From an optimization exercise on the open Yosys and OpenROAD flow, aimed at small area; shortcuts taken in it are not production practice. The RTL was checked by simulation tests, not by an equivalence proof against the original design. The clock port is modelled as an ideal driver; clocking choices that lean on that would not hold on a real chip. Power and IR drop assume default switching activity.

==> inputs of job 3804 <==
==> flow/design.v <==
module sevensegment(datain, grounds, display, user, wrong, finish, clk, rst);
	input wire [15:0] datain;
	input wire user;
	input wire wrong;
	input wire finish;
	output reg [3:0] grounds;
	output reg [6:0] display;
	input clk;
	input rst;
	integer a;
	reg [3:0] data [3:0];
	reg [3:0] data2 [3:0];
	reg [1:0] count;
	reg [25:0] clk1;
	always @(posedge clk)
		if (rst)
			begin
				grounds <= 4'b1110;
				count <= 2'b0;
			end
		else if (clk1[15:0] == 16'h7fff)
			begin
				grounds <= {grounds[2:0],grounds[3]};
				count <= count + 1;
			end
	always @(posedge clk)
		if (rst)
			clk1 <= 0;
		else
			clk1 <= clk1 + 1;
	always @(*) 
		case(data2[count])	
			0:display=7'b1111110;  
         1:display=7'b0110000;
         2:display=7'b1101101;
         3:display=7'b1111001;
         4:display=7'b0110011;
         5:display=7'b1011011;
         6:display=7'b1011111;
         7:display=7'b1110000;
         8:display=7'b1111111;
         9:display=7'b1111011;
			10:display=7'b0000001;
        default display=7'b1111111;
		endcase
	always @*
		begin
			data[0] = datain[15:12];
			data[1] = datain[11:8];
			data[2] = datain[7:4];
			data[3] = datain[3:0];
			a = (data[0]*16*16*16 + data[1]*16*16 + data[2]*16 + data[3]);
			data2[3] = a%10;
			data2[2] = (a/10)%10;
			data2[1] = (a/100)%10;
			data2[0] = (user+1);		
			if(wrong == 1)
				begin
					data2[3] = 10;
					data2[2] = 10;
					data2[1] = 10;
					data2[0] = (user+1);	
				end
			if(finish == 1)
				begin
				data2[3] = 10;
				data2[2]= (2-user);
				data2[1] = 10;
				data2[0] = 10;	
				end	
		end 
endmodule
module Matchstick (ds, ds2, leds, display, grounds,clk, rst, pb, pb2);
output [3:0] leds;
output wire [6:0] display;
output wire [3:0] grounds;
input [3:0] ds, ds2;
input clk;
input rst;
input pb;
input pb2;
reg [63:0] buffer;
reg button;
assign leds=ds;
reg [2:0] state;
reg [15:0] initStick;
reg user;
reg wrong;
reg finish;
always @(posedge clk)
if(rst)
begin
	buffer<=0;
	button<=0;
end
else
begin
	buffer<={buffer[62:0],pb};
	if(buffer==64'hffffffffffffffff)
		button<=1;
	else
		button<=0;	
end
sevensegment ss(.datain(initStick), .grounds(grounds), .display(display), .user(user), .wrong(wrong), .finish(finish), .clk(clk), .rst(rst));
always @(posedge clk)
if(rst)
	begin
		initStick<=16'h64;
		user<=0;
		wrong<=0;
		finish<=0;	
		state<=3'b000;
	end
else
begin
	case(state)
	3'b000:
		begin
			if(button==1)
				begin
				initStick<=16'h64;
				user<=0;
				wrong<=0;
				finish<=0;	
				state<=3'b001;
			end
			else
				state<=3'b000;
		end
	3'b001:   
		begin
		if(pb2==1)
			begin
				if(initStick -(ds+ds2) <= 0)
					begin
						if(button==0)
							begin
								finish<=1;
								state<=3'b100;
							end
					 end						
				else
					begin
						if(button == 0)
							begin
							if((ds+ds2)==0 || (ds+ds2) > 16'h000A || ((initStick-(ds+ds2) >= 16'h8000) && (initStick-(ds+ds2) <= 16'hffff)))
								begin
									wrong<=1;
									initStick<=initStick;
									state<=3'b001;
								end
							else
								begin
									initStick<=(initStick-(ds+ds2));
									user<=user+1;
									wrong<=0;
									state<=3'b010;
								end
							end
					end
			end
			else
				state<=3'b011;
		end
	3'b010:
		begin	
			if(button==1)
				state<=3'b001;
			else
				state<=3'b010;
		end
	3'b011:
		if(button==1)
			begin
				initStick<=16'h64;
				user<=0;
				wrong<=0;
				finish<=0;	
				state<=3'b001;
			end
		else
			state<=3'b011;
	3'b100:
		if(finish==1 && pb2==1)
			state<=3'b100;
		else if(pb2==0)
			state<=3'b011;
		else
			state<=3'b001;
	endcase
end
endmodule
==> flow/run.sh <==
#!/bin/bash
# synth_recipe.tcl (not shown) runs the flow's synth.tcl, then flattens the netlist and writes it again
# the make line also repeats each setting of config.mk as NAME=value (left out here)
make -C /OpenROAD-flow-scripts/flow DESIGN_CONFIG=/design/flow/config.mk WORK_HOME=/design/flow/orfs CLKGATE_MAP_FILE= SYNTH_SCRIPT=/design/flow/synth_recipe.tcl finish
==> flow/config.mk <==
export PLATFORM = sky130hd
export DESIGN_NAME = Matchstick
export DESIGN_NICKNAME = Matchstick
export VERILOG_FILES = /design/flow/design.v
export SDC_FILE = /design/flow/constraint.sdc
export NUM_CORES = 4
export LEC_CHECK = 0
export CAP_MARGIN = 20
export CORE_MARGIN = 2
export CORE_UTILIZATION = 40
export SLEW_MARGIN = 20
==> flow/constraint.sdc <==
create_clock -name core_clock -period 22.0 [get_ports {clk}]
set_input_delay 4.4000 -clock core_clock [delete_from_list [all_inputs] [get_ports {clk}]]
set_output_delay 4.4000 -clock core_clock [all_outputs]
set_load 0.01 [all_outputs]
==> inputs of job 3212, as changes to job 3804 <==
==> flow/design.v, changed modules only <==
module sevensegment(tens, ones, grounds, display, user, wrong, finish, clk, rst);
	input wire [3:0] tens;
	input wire [3:0] ones;
	input wire user;
	input wire wrong;
	input wire finish;
	output wire [3:0] grounds;
	output reg [6:0] display;
	input clk;
	input rst;
	localparam [16:0] MASK = 17'h0aaaa;
	localparam [16:0] LFSR_RESET = 17'h02247;
	localparam [16:0] LFSR_LOAD = 17'h02257;
	localparam [16:0] LFSR_TICK = 17'h01337;
	reg [16:0] r;
	wire [16:0] x = r ^ MASK;
	wire tick = (x == LFSR_TICK);
	always @(posedge clk)
		if (rst)
			r <= LFSR_RESET ^ MASK;
		else if (tick)
			r <= LFSR_LOAD ^ MASK;
		else
			r <= {x[15:0], x[16] ^ x[13]} ^ MASK;
	reg [1:0] count;
	always @(posedge clk)
		if (rst)
			count <= 2'd0;
		else if (tick)
			count <= count + 2'd1;
	assign grounds = ~(4'b0001 << count);
	wire hund = tens[3] & tens[1];
	wire [3:0] tens_d = hund ? 4'd0 : tens;
	reg [3:0] digit;
	always @* begin
		if (finish)
			case (count)
			2'd2: digit = user ? 4'd1 : 4'd2;
			default: digit = 4'd10;
			endcase
		else if (count == 2'd0)
			digit = user ? 4'd2 : 4'd1;
		else if (wrong)
			digit = 4'd10;
		else
			case (count)
			2'd1: digit = {3'b000, hund};
			2'd2: digit = tens_d;
			default: digit = ones;
			endcase
	end
	always @*
		case (digit)
		4'd0: display = 7'b1111110;
		4'd1: display = 7'b0110000;
		4'd2: display = 7'b1101101;
		4'd3: display = 7'b1111001;
		4'd4: display = 7'b0110011;
		4'd5: display = 7'b1011011;
		4'd6: display = 7'b1011111;
		4'd7: display = 7'b1110000;
		4'd8: display = 7'b1111111;
		4'd9: display = 7'b1111011;
		4'd10: display = 7'b0000001;
		default: display = 7'b1111111;
		endcase
endmodule
module Matchstick (ds, ds2, leds, display, grounds, clk, rst, pb, pb2);
output [3:0] leds;
output wire [6:0] display;
output wire [3:0] grounds;
input [3:0] ds, ds2;
input clk;
input rst;
input pb;
input pb2;
assign leds = ds;
reg [5:0] db;
reg sat;
reg button;
wire db_fb = db[5] ^ db[4] ^ (db[4:0] == 5'd0);
always @(posedge clk)
	if (rst) begin
		db <= 6'd0;
		sat <= 1'b0;
		button <= 1'b0;
	end else begin
		button <= sat;
		sat <= pb & (sat | (db == 6'h20));
		if (!pb)
			db <= 6'd0;
		else
			db <= {db[4:0], db_fb};
	end
reg [1:0] q;
reg [3:0] tens, ones;
reg user, wrong, finish;
wire [4:0] s = ds + ds2;
wire [5:0] d = {2'b00, ones} - {1'b0, s};
wire neg = d[5];
reg eq;
always @*
	case (tens)
	4'd0: eq = (d == 6'd0);
	4'd1: eq = (d == 6'h36);
	4'd2: eq = (d == 6'h2c);
	4'd3: eq = (d == 6'h22);
	default: eq = 1'b0;
	endcase
wire bad = (s == 5'd0) || (s > 5'd10) || ((tens == 4'd0) && neg);
always @(posedge clk)
	if (rst) begin
		q <= 2'd2;
		tens <= 4'd10;
		ones <= 4'd0;
		user <= 1'b0;
		wrong <= 1'b0;
		finish <= 1'b0;
	end else begin
		case (q)
		2'd0:
			if (!pb2)
				q <= 2'd2;
			else if (!button) begin
				if (eq) begin
					finish <= 1'b1;
					q <= 2'd3;
				end else if (bad)
					wrong <= 1'b1;
				else begin
					ones <= neg ? d[3:0] + 4'd10 : d[3:0];
					tens <= tens - {3'b000, neg};
					user <= ~user;
					wrong <= 1'b0;
					q <= 2'd1;
				end
			end
		2'd1:
			if (button)
				q <= 2'd0;
		2'd2:
			if (button) begin
				tens <= 4'd10;
				ones <= 4'd0;
				user <= 1'b0;
				wrong <= 1'b0;
				finish <= 1'b0;
				q <= 2'd0;
			end
		2'd3:
			if (!pb2)
				q <= 2'd2;
		endcase
	end
sevensegment ss(.tens(tens), .ones(ones), .grounds(grounds), .display(display), .user(user), .wrong(wrong), .finish(finish), .clk(clk), .rst(rst));
endmodule
==> comparison table <==
	job 3212	job 3804
Status	complete, no violations	complete, no violations
Tmin final	9900 ps	19230 ps
Share of cells above drive strength 1	0.0844	0.0705
Critical path buffers and inverters	2	4
Most common library cell in the layout ignoring fill and taps	sky130_fd_sc_hd__dfxtp_1	sky130_fd_sc_hd__nor2_1
Placed standard-cell area	0.00287 mm2	0.0139 mm2
Maximum number of pins on one net before global-route repair	23	109
Warning count from the yosys run	2	4
Master cell of the clock root buffer	sky130_fd_sc_hd__clkbuf_8	sky130_fd_sc_hd__clkbuf_16
Starting Density	0.410	0.409
Clock buffer count	5	9
Combinational logic power	35.9 uW	20.3 uW
Post-synthesis cell type count	68	119
Max-Slew Margin vs Limit	0.312	0.326
Number of well-tap cells placed	77	442
Number of sequential cells	40	109

==> job 3408: inputs <==
Matchstick, a different RTL version from the one above (not shown whole).
Settings: LEC_CHECK=0, CAP_MARGIN=20, CORE_AREA=3 3 63 63, DIE_AREA=0 0 66 66, SLEW_MARGIN=20; clock period 22.0 ns.
standard.sh (not shown) runs the stock make flow with config.mk's settings and CLKGATE_MAP_FILE= SYNTH_SCRIPT=/design/flow/synth_recipe.tcl, a recipe that flattens the netlist after the stock synthesis.
==> flow/flow/run.sh <==
#!/bin/bash
# Standard synthesis; then the logic between the standard synthesis's
# registers is re-mapped by ABC for area (registers, their names and cells
# untouched). ABC runs with several seeds; the smallest result that passes an
# equivalence check against the standard netlist is kept and fed to the next
# round. Then the standard layout with the smallest port buffers, a clock tree
# of small buffers and, after CTS, clock buffers with a slow slew at their
# flip-flops upsized.
set -euo pipefail
W=$PWD
R=$W/orfs/results/$FLOW_PLATFORM/Matchstick/base
export LIB=$FLOW_HOME/platforms/$FLOW_PLATFORM/lib/sky130_fd_sc_hd__tt_025C_1v80.lib
export TOP=$FLOW_TOP

bash standard.sh $R/1_2_yosys.v > $W/1_standard_synth.log 2>&1
cp $R/1_2_yosys.v $W/standard_synth.v

best=$W/standard_synth.v
best_area=1e18
# round: name, input netlist, then "seed:mapping" items
round() {
  local name=$1 in=$2; shift 2
  local jobs=() item seed map
  for item in "$@"; do
    seed=${item%%:*}; map=${item#*:}
    sed "s/@SEED@/$seed/; s/@MAP@/$map/" $W/flow/abc.tmpl | tr '|' '\n' > $W/${name}_s$seed.abc
    jobs+=("IN=$in OUT=$W/${name}_s$seed.v ABCARGS='-script $W/${name}_s$seed.abc' yosys -c $W/flow/resyn.tcl > $W/2_${name}_s$seed.log 2>&1 || true")
  done
  printf '%s\n' "${jobs[@]}" | xargs -d '\n' -P ${NUM_CORES:-4} -I{} bash -c '{}'
  for item in "$@"; do
    seed=${item%%:*}
    local v=$W/${name}_s$seed.v
    [[ -f $v.stat ]] || { echo "$name seed $seed: no result"; continue; }
    if GOLD=$W/standard_synth.v GATE=$v yosys -c $W/flow/equiv.tcl > $W/2_equiv_${name}_s$seed.log 2>&1; then
      local a=$(awk '/Chip area for top module/ {print $NF}' $v.stat)
      echo "$name seed $seed: area $a, equivalent"
      if awk -v a="$a" -v b="$best_area" 'BEGIN {exit !(a < b)}'; then best=$v; best_area=$a; fi
    else
      echo "$name seed $seed: not proven equivalent, not used"
    fi
  done
}
{
  A="dch -f|amap -F 100 -A 100"
  round r1 $W/standard_synth.v "1:$A" "2:$A" "3:$A" "4:$A" "5:amap" "6:amap" "7:amap" "8:amap"
  round r2 $best "11:$A" "12:$A" "13:$A" "14:$A"
  round r3 $best "21:$A" "22:$A" "23:$A" "24:$A"
  echo "picked $best ($best_area)"
} > $W/2_pick.log 2>&1
cp $best $R/1_2_yosys.v
touch $R/1_2_yosys.v

export BUFFER_PORTS_ARGS="-buffer_cell sky130_fd_sc_hd__buf_1"
export CTS_ARGS="-sink_clustering_enable -repair_clock_nets -dont_use_dummy_load -buf_list {sky130_fd_sc_hd__clkbuf_4}"
export POST_CTS_TCL=$W/flow/post_cts.tcl
bash standard.sh finish > $W/3_layout.log 2>&1
==> flow/flow/abc.tmpl <==
strash
&get -n
&deepsyn -T 45 -S @SEED@
&put
@MAP@
topo
==> flow/flow/equiv.tcl <==
yosys -import
# equivalence of two netlists with the same registers (paired by name)
read_liberty -ignore_miss_func $::env(LIB)
read_verilog $::env(GOLD)
yosys rename $::env(TOP) gold
read_verilog $::env(GATE)
yosys rename $::env(TOP) gate
hierarchy -check
flatten
yosys rename -hide w:_* w:*$*
opt_clean
equiv_make gold gate equiv
hierarchy -top equiv
equiv_simple -undef
equiv_induct -undef
equiv_status -assert
==> flow/flow/resyn.tcl <==
yosys -import
# Re-map the logic between registers of a mapped netlist: combinational cells
# are flattened into their functions and mapped again by ABC; the registers
# (sequential cells) stay as they are, with their instance and net names.
set lib $::env(LIB)
read_liberty -ignore_miss_func $lib
read_verilog $::env(IN)
hierarchy -top $::env(TOP)
setattr -mod -set keep_hierarchy 1 sky130_fd_sc_hd__*df* sky130_fd_sc_hd__*dl*
setattr -set my_orig 1 $::env(TOP)/w:*
flatten
yosys rename -hide w:* a:my_orig %d
yosys rename -hide w:_*
opt -purge
stat
# the platform's don't-use cells (lpflow_*, probe*) must not be mapped to
set dont_use {}
set fh [open $lib r]
foreach {- name} [regexp -all -inline {cell\s*\(\s*"?([A-Za-z0-9_]+)"?\s*\)} [read $fh]] {
  if {[string match *lpflow* $name] || [string match *probe* $name]} { lappend dont_use -dont_use $name }
}
close $fh
abc -liberty $lib {*}$dont_use {*}$::env(ABCARGS)
opt_clean -purge
hilomap -singleton -hicell sky130_fd_sc_hd__conb_1 HI -locell sky130_fd_sc_hd__conb_1 LO
insbuf -buf sky130_fd_sc_hd__buf_1 A X
tee -o $::env(OUT).stat stat -liberty $lib
blackbox sky130_fd_sc_hd__*df* sky130_fd_sc_hd__*dl*
write_verilog -noattr -nohex -nodec -noexpr $::env(OUT)
Other scripts of this flow, unchanged in this note and not shown: flow/flow/post_cts.tcl
==> job 209 (differences from job 3408) <==
==> flow/flow/run.sh (replaced) <==
#!/bin/bash
# Standard synthesis; then the logic between the standard synthesis's
# registers is re-mapped by ABC for area (registers, their names and cells
# untouched; the smallest of a few ABC runs that passes an equivalence check
# against the standard netlist is kept); then the standard layout with the
# smallest port buffers, a clock tree of small buffers and, after CTS, clock
# buffers with a slow slew at their flip-flops upsized.
set -euo pipefail
W=$PWD
R=$W/orfs/results/$FLOW_PLATFORM/Matchstick/base
export LIB=$FLOW_HOME/platforms/$FLOW_PLATFORM/lib/sky130_fd_sc_hd__tt_025C_1v80.lib
export TOP=$FLOW_TOP

bash standard.sh $R/1_2_yosys.v > $W/1_standard_synth.log 2>&1
cp $R/1_2_yosys.v $W/standard_synth.v

runs=$(cd $W/flow && ls abc*.abc | sed 's/\.abc$//')
for r in $runs; do
  echo "IN=$W/standard_synth.v OUT=$W/resyn_$r.v ABCARGS='-script $W/flow/$r.abc' yosys -c $W/flow/resyn.tcl > $W/2_resyn_$r.log 2>&1 || true"
done | xargs -d '\n' -P ${NUM_CORES:-4} -I{} bash -c '{}'

best=$W/standard_synth.v
best_area=1e18
for r in $runs; do
  [[ -f $W/resyn_$r.v.stat ]] || { echo "$r: no result"; continue; }
  if GOLD=$W/standard_synth.v GATE=$W/resyn_$r.v yosys -c $W/flow/equiv.tcl > $W/2_equiv_$r.log 2>&1; then
    a=$(awk '/Chip area for top module/ {print $NF}' $W/resyn_$r.v.stat)
    echo "$r: area $a, equivalent"
    if awk -v a="$a" -v b="$best_area" 'BEGIN {exit !(a < b)}'; then best=$W/resyn_$r.v; best_area=$a; fi
  else
    echo "$r: not proven equivalent, not used"
  fi
done > $W/2_pick.log
echo "picked $best" >> $W/2_pick.log
cp $best $R/1_2_yosys.v
touch $R/1_2_yosys.v

export BUFFER_PORTS_ARGS="-buffer_cell sky130_fd_sc_hd__buf_1"
export CTS_ARGS="-sink_clustering_enable -repair_clock_nets -dont_use_dummy_load -buf_list {sky130_fd_sc_hd__clkbuf_4}"
export POST_CTS_TCL=$W/flow/post_cts.tcl
bash standard.sh finish > $W/3_layout.log 2>&1
==> flow/flow/abc1.abc (new file) <==
strash
&get -n
&deepsyn -T 45 -S 1
&put
dch -f
amap -F 100 -A 100
topo
==> flow/flow/abc2.abc (new file) <==
strash
&get -n
&deepsyn -T 45 -S 1
&put
amap
topo
==> flow/flow/abc3.abc (new file) <==
strash
&get -n
&deepsyn -T 45 -S 2
&put
dch -f
amap -F 100 -A 100
topo
==> flow/flow/abc4.abc (new file) <==
strash
&get -n
&deepsyn -T 45 -S 2
&put
amap
topo
==> flow/flow/abc5.abc (new file) <==
strash
&get -n
&deepsyn -T 45 -S 3
&put
dch -f
amap -F 100 -A 100
topo
==> flow/flow/abc6.abc (new file) <==
strash
&get -n
&deepsyn -T 45 -S 3
&put
amap
topo
==> flow/flow/abc7.abc (new file) <==
strash
&get -n
&deepsyn -T 45 -S 4
&put
dch -f
amap -F 100 -A 100
topo
==> flow/flow/abc8.abc (new file) <==
strash
&get -n
&deepsyn -T 45 -S 4
&put
amap
topo
removed: flow/flow/abc.tmpl
==> job 4614 (differences from job 3408) <==
==> flow/flow/run.sh (replaced) <==
#!/bin/bash
# Standard synthesis; then the logic between the standard synthesis's
# registers is re-mapped by ABC for area (registers, their names and cells
# untouched; the smallest of a few ABC runs that passes an equivalence check
# against the standard netlist is kept); then the standard layout with the
# smallest port buffers, a clock tree of small buffers and, after CTS, clock
# buffers with a slow slew at their flip-flops upsized.
set -euo pipefail
W=$PWD
R=$W/orfs/results/$FLOW_PLATFORM/Matchstick/base
export LIB=$FLOW_HOME/platforms/$FLOW_PLATFORM/lib/sky130_fd_sc_hd__tt_025C_1v80.lib
export TOP=$FLOW_TOP

bash standard.sh $R/1_2_yosys.v > $W/1_standard_synth.log 2>&1
cp $R/1_2_yosys.v $W/standard_synth.v

runs=$(cd $W/flow && ls abc*.abc | sed 's/\.abc$//')
for r in $runs; do
  echo "IN=$W/standard_synth.v OUT=$W/resyn_$r.v ABCARGS='-script $W/flow/$r.abc' yosys -c $W/flow/resyn.tcl > $W/2_resyn_$r.log 2>&1 || true"
done | xargs -d '\n' -P ${NUM_CORES:-4} -I{} bash -c '{}'

best=$W/standard_synth.v
best_area=1e18
for r in $runs; do
  [[ -f $W/resyn_$r.v.stat ]] || { echo "$r: no result"; continue; }
  if GOLD=$W/standard_synth.v GATE=$W/resyn_$r.v yosys -c $W/flow/equiv.tcl > $W/2_equiv_$r.log 2>&1; then
    a=$(awk '/Chip area for top module/ {print $NF}' $W/resyn_$r.v.stat)
    echo "$r: area $a, equivalent"
    if awk -v a="$a" -v b="$best_area" 'BEGIN {exit !(a < b)}'; then best=$W/resyn_$r.v; best_area=$a; fi
  else
    echo "$r: not proven equivalent, not used"
  fi
done > $W/2_pick.log
echo "picked $best" >> $W/2_pick.log
cp $best $R/1_2_yosys.v
touch $R/1_2_yosys.v

export BUFFER_PORTS_ARGS="-buffer_cell sky130_fd_sc_hd__buf_1"
export CTS_ARGS="-sink_clustering_enable -repair_clock_nets -dont_use_dummy_load -buf_list {sky130_fd_sc_hd__clkbuf_4}"
export POST_CTS_TCL=$W/flow/post_cts.tcl
bash standard.sh finish > $W/3_layout.log 2>&1
==> flow/flow/abc1.abc (new file) <==
strash
&get -n
&deepsyn -T 45 -S 1
&put
dch -f
amap -F 100 -A 100
topo
==> flow/flow/abc2.abc (new file) <==
strash
&get -n
&deepsyn -T 45 -S 1
&put
amap
topo
==> flow/flow/abc3.abc (new file) <==
strash
&get -n
&deepsyn -T 45 -S 2
&put
dch -f
amap -F 100 -A 100
topo
==> flow/flow/abc4.abc (new file) <==
strash
&get -n
&deepsyn -T 45 -S 2
&put
amap
topo
==> flow/flow/abc5.abc (new file) <==
strash
&get -n
&deepsyn -T 45 -S 3
&put
dch -f
amap -F 100 -A 100
topo
==> flow/flow/abc6.abc (new file) <==
strash
&get -n
&deepsyn -T 45 -S 3
&put
amap
topo
==> flow/flow/abc7.abc (new file) <==
strash
&get -n
&deepsyn -T 45 -S 4
&put
dch -f
amap -F 100 -A 100
topo
==> flow/flow/abc8.abc (new file) <==
strash
&get -n
&deepsyn -T 45 -S 4
&put
amap
topo
- CORE_AREA: 3 3 63 63 -> 2.5 2.5 59.5 59.5
- DIE_AREA: 0 0 66 66 -> 0 0 62 62
- PLACE_DENSITY: default -> 0.85
removed: flow/flow/abc.tmpl
==> notes <==
Clock skew, lowest first: job 3408, job 4614, job 209.
Fmax: job 209 > job 4614 > job 3408.
The highest via count belongs to job 4614, the lowest to job 209.
Die area: job 4614 is lower than job 3408 (about 12%).
Register-to-register slack, lowest first: job 209, job 4614, job 3408.
In job 4614 the sequential share of layout area is higher than in job 209, by 0.053 points.
Flip-flop and latch count is the same in job 4614 and job 209.
Power, highest first: job 3408, job 4614, job 209.
In final area, job 3408 and job 209 hardly differ.
In critical path depth, job 3408 and job 4614 do not differ.
Job 4614 produced a clean layout. Job 209 went through all stages and came out clean. Job 3408 finished clean.

-- separate check: timing with driven ports --
In the flow no input, the clock included, has a driving cell. The finished layouts below were timed again as built, in two steps. Step 1, drivers: a clkbuf_16 drives clk and a buf_2 each remaining input, both assumed. Step 2 moves the port delays by t, midway between the first and last clock arrival at a register: inputs arrive t later, outputs are due t later. That takes back most of the time a late clock gives input paths. a / b / c = ideal ports / drivers / drivers and shift; a / b = the first two.
| run | t (ns) | slack for setup (ns) | worst register clock-pin slew, ns |
|---|---|---|---|
| job 3804 | 0.382 | 2.766 / 2.727 / 3.109 | 0.09 / 0.09 |
| job 3212 | 0.317 | 12.101 / 12.066 / 12.066 | 0.09 / 0.09 |
| job 3408 | 0.339 | 12.877 / 12.841 / 12.841 | 0.08 / 0.08 |
| job 209 | 0.345 | 12.904 / 12.878 / 12.878 | 0.09 / 0.09 |
| job 4614 | 0.337 | 12.900 / 12.877 / 12.877 | 0.09 / 0.09 |
After both steps setup and hold are still met in every run listed. For job 3408, which loses most, drivers alone change the setup slack by -0.036 ns; drivers and shift together by -0.036 ns.
